Background: an optimization exercise with open tools, aiming at small area and a short achievable clock period. Do not read the settings as production practice. Where RTL was checked, it was by simulation tests only, not by an equivalence proof against the original. No activity file was given, so power comes from the tool's default toggle rates.

Design filter, start of the top module:
module filter
  #(
    parameter WIDTH = 32,
    parameter MWIDTH = 1,
    parameter FLTLEN = 8,
    parameter ID = 123
    )
   (
    input wire                   clk,
    input wire                   rst_n,
    input wire [WIDTH-1:0]       in_data,
    input wire                   in_nd,
    input wire [MWIDTH-1:0]      in_m,
    input wire [32-1:0]  in_msg,
    input wire                   in_msg_nd,
    output wire [WIDTH-1:0]      out_data,
    output wire                  out_nd,
    output wire [MWIDTH-1:0]     out_m,
    output wire                  error
    );
   integer j;
   reg [1:0] g;
   always @(posedge clk)
     if (!rst_n)
       g <= 2'd0;
     else
       g <= g + 2'd1;
   wire last = (g == 2'd3);
   reg [2:0]   which_pos;
   reg         setting_taps;
   reg         tap_set_error;
   assign error = tap_set_error;
   wire hdr    = in_msg[32-1];
   wire our_id = (in_msg[16:7] == ID);
   always @(posedge clk)
     if (!rst_n) begin
        setting_taps <= 1'b0;
        tap_set_error <= 1'b0;
     end else if (in_msg_nd) begin
        if (hdr) begin
           if (setting_taps)
             tap_set_error <= 1'b1;
           if (our_id) begin
  ...
export LEC_CHECK = 0
export CAP_MARGIN = 20
export CORE_MARGIN = 2
export CORE_UTILIZATION = 40
export SLEW_MARGIN = 20
create_clock -name core_clock -period 10.0 [get_ports {clk}]
standard.sh (not shown) runs the stock make flow with config.mk's settings and CLKGATE_MAP_FILE= SYNTH_SCRIPT=/design/flow/synth_recipe.tcl, a recipe that flattens the netlist after the stock synthesis.
==> flow/flow/run.sh <==
#!/bin/bash
# The standard layout with two changes in how it is made:
#  - after the standard synthesis, flow/fapol.py chooses the polarity of each
#    full-adder cell so that fewer inverters are needed (registers and their
#    names are untouched; the netlist computes the same function);
#  - timing repair aims past the 10 ns constraint, and the ports are buffered
#    with buf_2 cells.
# Each step's output goes to a log file of its own here (and ORFS's own logs
# stay under orfs/logs/).
set -euo pipefail
R=orfs/results/sky130hd/filter/base
bash standard.sh synth > make_synth.log 2>&1
cp $R/1_2_yosys.v $R/1_2_yosys_std.v
python3 flow/fapol.py $R/1_2_yosys_std.v $R/1_2_yosys.v > fapol.log 2>&1
rm -f $R/1_synth.odb
bash standard.sh SETUP_SLACK_MARGIN=6.7 "BUFFER_PORTS_ARGS=-buffer_cell sky130_fd_sc_hd__buf_2" finish > make_finish.log 2>&1
Other scripts of this flow, unchanged in this note and not shown: flow/flow/fapol.py
The baseline went through all stages and came out clean.
Rerun with:
Settings changed: CTS_BUF_LIST set to sky130_fd_sc_hd__clkbuf_8, CTS_CLUSTER_DIAMETER set to 80, CTS_CLUSTER_SIZE set to 15.
The changed run produced a clean layout. Power shrinks by about 17%. Routed wire length barely changes. Worst hold slack degrades by 0.015 ns. Global-route usage drops by 0.13 points. Design area fell by about 3.2%. Clock-buffer cell count decreases by 44. Sequential power barely changes. Non-clock buffer count went down by 5. Register-to-register slack gets worse by 0.04 ns.
Rerun with:
--- a/flow/flow/run.sh
+++ b/flow/flow/run.sh
@@ -16 +16 @@
-bash standard.sh SETUP_SLACK_MARGIN=6.7 "BUFFER_PORTS_ARGS=-buffer_cell sky130_fd_sc_hd__buf_2" finish > make_finish.log 2>&1
+bash standard.sh SETUP_SLACK_MARGIN=6.9 "BUFFER_PORTS_ARGS=-buffer_cell sky130_fd_sc_hd__buf_2" finish > make_finish.log 2>&1
Settings changed: CTS_BUF_LIST sky130_fd_sc_hd__clkbuf_8 to unset, CTS_CLUSTER_DIAMETER 80 to unset, CTS_CLUSTER_SIZE 15 to unset.
Result: Wire length grows by 11%. Flip-flop and latch count does not change. Synthesized cell count is unchanged. Design area grows by 11%. Global-route usage grows by 2.0 points. Setup slack improved by 0.034 ns. Worst hold slack got worse by 0.011 ns. Power grows by 25%.
Rerun with:
--- a/flow/flow/run.sh
+++ b/flow/flow/run.sh
@@ -16 +16 @@
-bash standard.sh SETUP_SLACK_MARGIN=6.9 "BUFFER_PORTS_ARGS=-buffer_cell sky130_fd_sc_hd__buf_2" finish > make_finish.log 2>&1
+bash standard.sh SETUP_SLACK_MARGIN=6.8 "BUFFER_PORTS_ARGS=-buffer_cell sky130_fd_sc_hd__buf_2" finish > make_finish.log 2>&1
Settings changed: CTS_BUF_LIST set to sky130_fd_sc_hd__clkbuf_8 sky130_fd_sc_hd__clkbuf_16, CTS_CLUSTER_DIAMETER set to 100, CTS_CLUSTER_SIZE set to 20.
The new run completed with no timing, DRC or antenna violations.
Via count went down by 3.2%.
Maximum frequency increases by 1.4%.
Clock power is lower by 41%.
Global-route usage is lower by 0.99 points.
Wire length drops by 5.0%.
Final area came out lower by 7.3%.
Hold slack gets better by 0.024 ns.


filter, a different RTL version from the one above (not shown whole).
Size: roughly 710 flip-flops, roughly 100 I/O pins, roughly 45000 um^2 of cells after synthesis.
Settings: LEC_CHECK=0, CAP_MARGIN=20, CORE_MARGIN=2, CORE_UTILIZATION=40, SLEW_MARGIN=20; clock period 10.0 ns.
==> flow/flow/run.sh <==
#!/bin/bash
# Standard layout, with timing repair aiming past the 10 ns constraint and
# regular buffers on the ports. Each tool's log stays under orfs/logs/.
set -euo pipefail
bash standard.sh SETUP_SLACK_MARGIN=6.5 "BUFFER_PORTS_ARGS=-buffer_cell sky130_fd_sc_hd__buf_2" finish > make_finish.log 2>&1
Then changed:
==> flow/flow/run.sh (replaced) <==
#!/bin/bash
# Standard layout, with timing repair aiming past the 10 ns constraint and
# regular buffers on the ports. Each tool's log stays under orfs/logs/.
set -euo pipefail
bash standard.sh SETUP_SLACK_MARGIN=7.0 "BUFFER_PORTS_ARGS=-buffer_cell sky130_fd_sc_hd__buf_2" finish > make_finish.log 2>&1
=> The changed run completed with no timing, DRC or antenna violations. Die area does not change. Cell count is higher by a few percent. Core utilization is higher by 5.5 points. Register-to-register slack degrades by 0.09 ns. Clock-buffer cell count is higher by 3. Routed wire length is higher by roughly a tenth. Clock power hardly moves. Synthesized area is unchanged. Cell area is higher by roughly a tenth. Via count is higher by a few percent. Setup slack degrades by 0.089 ns.
No functional check of the RTL was part of any run of this note.


filter with an RTL version that a note above also has.
Size in the first run: about 4800 cells after synthesis, ~770 flip-flops, ~100 I/O pins, ~0.046 mm² of cells after synthesis.
// filter
module filter
  #(
    parameter WIDTH = 32,
    parameter MWIDTH = 1,
    parameter FLTLEN = 8,
    parameter ID = 123
    )
   (
    input wire                   clk,
    input wire                   rst_n,
    input wire [WIDTH-1:0]       in_data,
    input wire                   in_nd,
    input wire [MWIDTH-1:0]      in_m,
    input wire [32-1:0]  in_msg,
    input wire                   in_msg_nd,
    output wire [WIDTH-1:0]      out_data,
    output wire                  out_nd,
    output wire [MWIDTH-1:0]     out_m,
    output wire                  error
    );
export LEC_CHECK = 0
export ABC_CLOCK_PERIOD_IN_PS = 3400
export CAP_MARGIN = 20
export CORE_MARGIN = 2
export CORE_UTILIZATION = 40
export SLEW_MARGIN = 20
create_clock -name core_clock -period 10.0 [get_ports {clk}]
==> flow/flow/run.sh <==
#!/bin/bash
# Standard layout, with timing repair aiming past the 10 ns constraint and
# regular buffers on the ports. Each tool's log stays under orfs/logs/.
set -euo pipefail
bash standard.sh SETUP_SLACK_MARGIN=6.5 "BUFFER_PORTS_ARGS=-buffer_cell sky130_fd_sc_hd__buf_2" finish > make_finish.log 2>&1
The first run completed without violations.
Rerun with:
ABC_CLOCK_PERIOD_IN_PS = not set   (was 3400)
CTS_BUF_LIST = sky130_fd_sc_hd__clkbuf_4   (was not set)
Final cell count grows by a few percent.
Worst hold slack loses 0.0089 ns.
Die area is unchanged.
Final area shrinks slightly.
Global-route usage grows by 0.24 points.
Setup slack loses 0.20 ns.
Register-to-register slack barely changes.
Critical path depth shrinks by 6.
Via count grows by a few percent.
Rerun with:
==> flow/flow/run.sh (replaced) <==
#!/bin/bash
# Standard layout, with timing repair aiming past the 10 ns constraint and
# regular buffers on the ports. Each tool's log stays under orfs/logs/.
set -euo pipefail
bash standard.sh SETUP_SLACK_MARGIN=6.8 "BUFFER_PORTS_ARGS=-buffer_cell sky130_fd_sc_hd__buf_2" finish > make_finish.log 2>&1
CTS_BUF_LIST = not set   (was sky130_fd_sc_hd__clkbuf_4)
The changed run completed without violations.
Total power grows by 7.5%.
Register-to-register slack is better by 0.17 ns.
Combinational power stays flat.
Setup slack is better by 0.37 ns.
Die area is unchanged.
Core utilization grows by 3.1 points.
Non-clock buffer count grows by 114.
Fmax grows by 11%.
Rerun with:
==> flow/flow/run.sh (replaced) <==
#!/bin/bash
# Standard layout, with timing repair aiming past the 10 ns constraint and
# regular buffers on the ports. Each tool's log stays under orfs/logs/.
set -euo pipefail
bash standard.sh SETUP_SLACK_MARGIN=6.5 "BUFFER_PORTS_ARGS=-buffer_cell sky130_fd_sc_hd__buf_2" finish > make_finish.log 2>&1
The changed run finished clean.
Count of clock-buffer cells in the layout went down by 2.
Global-route usage drops by 1.2 points.
Flip-flop and latch count does not change.
Maximum frequency came out lower by a few percent.
Final area fell by a few percent.
Worst setup slack gets worse by 0.16 ns.
Sequential power barely changes.
Rerun with:
CTS_BUF_LIST = sky130_fd_sc_hd__clkbuf_2 sky130_fd_sc_hd__clkbuf_4 sky130_fd_sc_hd__clkbuf_8   (was not set)
The changed run ran to the end with no violations.
Maximum frequency shrinks by 0.78%.
Final area stays flat.
Worst setup slack gets worse by 0.027 ns.
Sequential cell count stays the same.
Wire length rose by 0.49%.
Core utilization is lower by 0.10 points.
Die area stays the same.

## port drivers added, routing unchanged
The results above use ideal ports. As a check the final layouts listed here were re-extracted and re-timed, cells and wires unchanged. Step 1 (the two cells are an assumption about what drives the block):
set clk [get_ports {clk}]
set_driving_cell -lib_cell sky130_fd_sc_hd__clkbuf_16 $clk
set_driving_cell -lib_cell sky130_fd_sc_hd__buf_2 [delete_from_list [all_inputs] $clk]
Step 2 times the ports against the registers' clock, not the clock port: input delays grow and output delays shrink by t, the midpoint of the rising clock arrivals with the driver on. Three values: ideal, step 1, step 2; two values: the first two.
run	t (ns)	setup slack, ns	hold slack, ns
the first run of note 1	0.734	6.747 / 6.735 / 6.277	0.417 / 0.417 / 0.417
the second run of note 1	0.815	6.699 / 6.627 / 6.339	0.402 / 0.402 / 0.402
the third run of note 1	0.754	6.733 / 6.662 / 6.281	0.391 / 0.391 / 0.391
the fourth run of note 1	0.738	6.778 / 6.703 / 6.321	0.415 / 0.415 / 0.415
the first run of note 2	0.708	6.104 / 6.104 / 6.104	0.421 / 0.421 / 0.421
the second run of note 2	0.710	6.015 / 6.015 / 6.015	0.418 / 0.418 / 0.418
the first run of note 3	0.748	6.578 / 6.578 / 6.342	0.377 / 0.377 / 0.377
the second run of note 3	1.139	6.375 / 6.302 / 6.343	0.368 / 0.368 / 0.368
the third run of note 3	0.756	6.742 / 6.680 / 6.293	0.384 / 0.384 / 0.384
the fourth run of note 3	0.748	6.578 / 6.578 / 6.342	0.377 / 0.377 / 0.377
the fifth run of note 3	0.903	6.551 / 6.549 / 6.337	0.398 / 0.398 / 0.398
After both steps setup and hold are still met in every run listed. The setup slack of the first run of note 1, which loses most, moves by -0.012 ns with the drivers and by -0.470 ns with both steps.
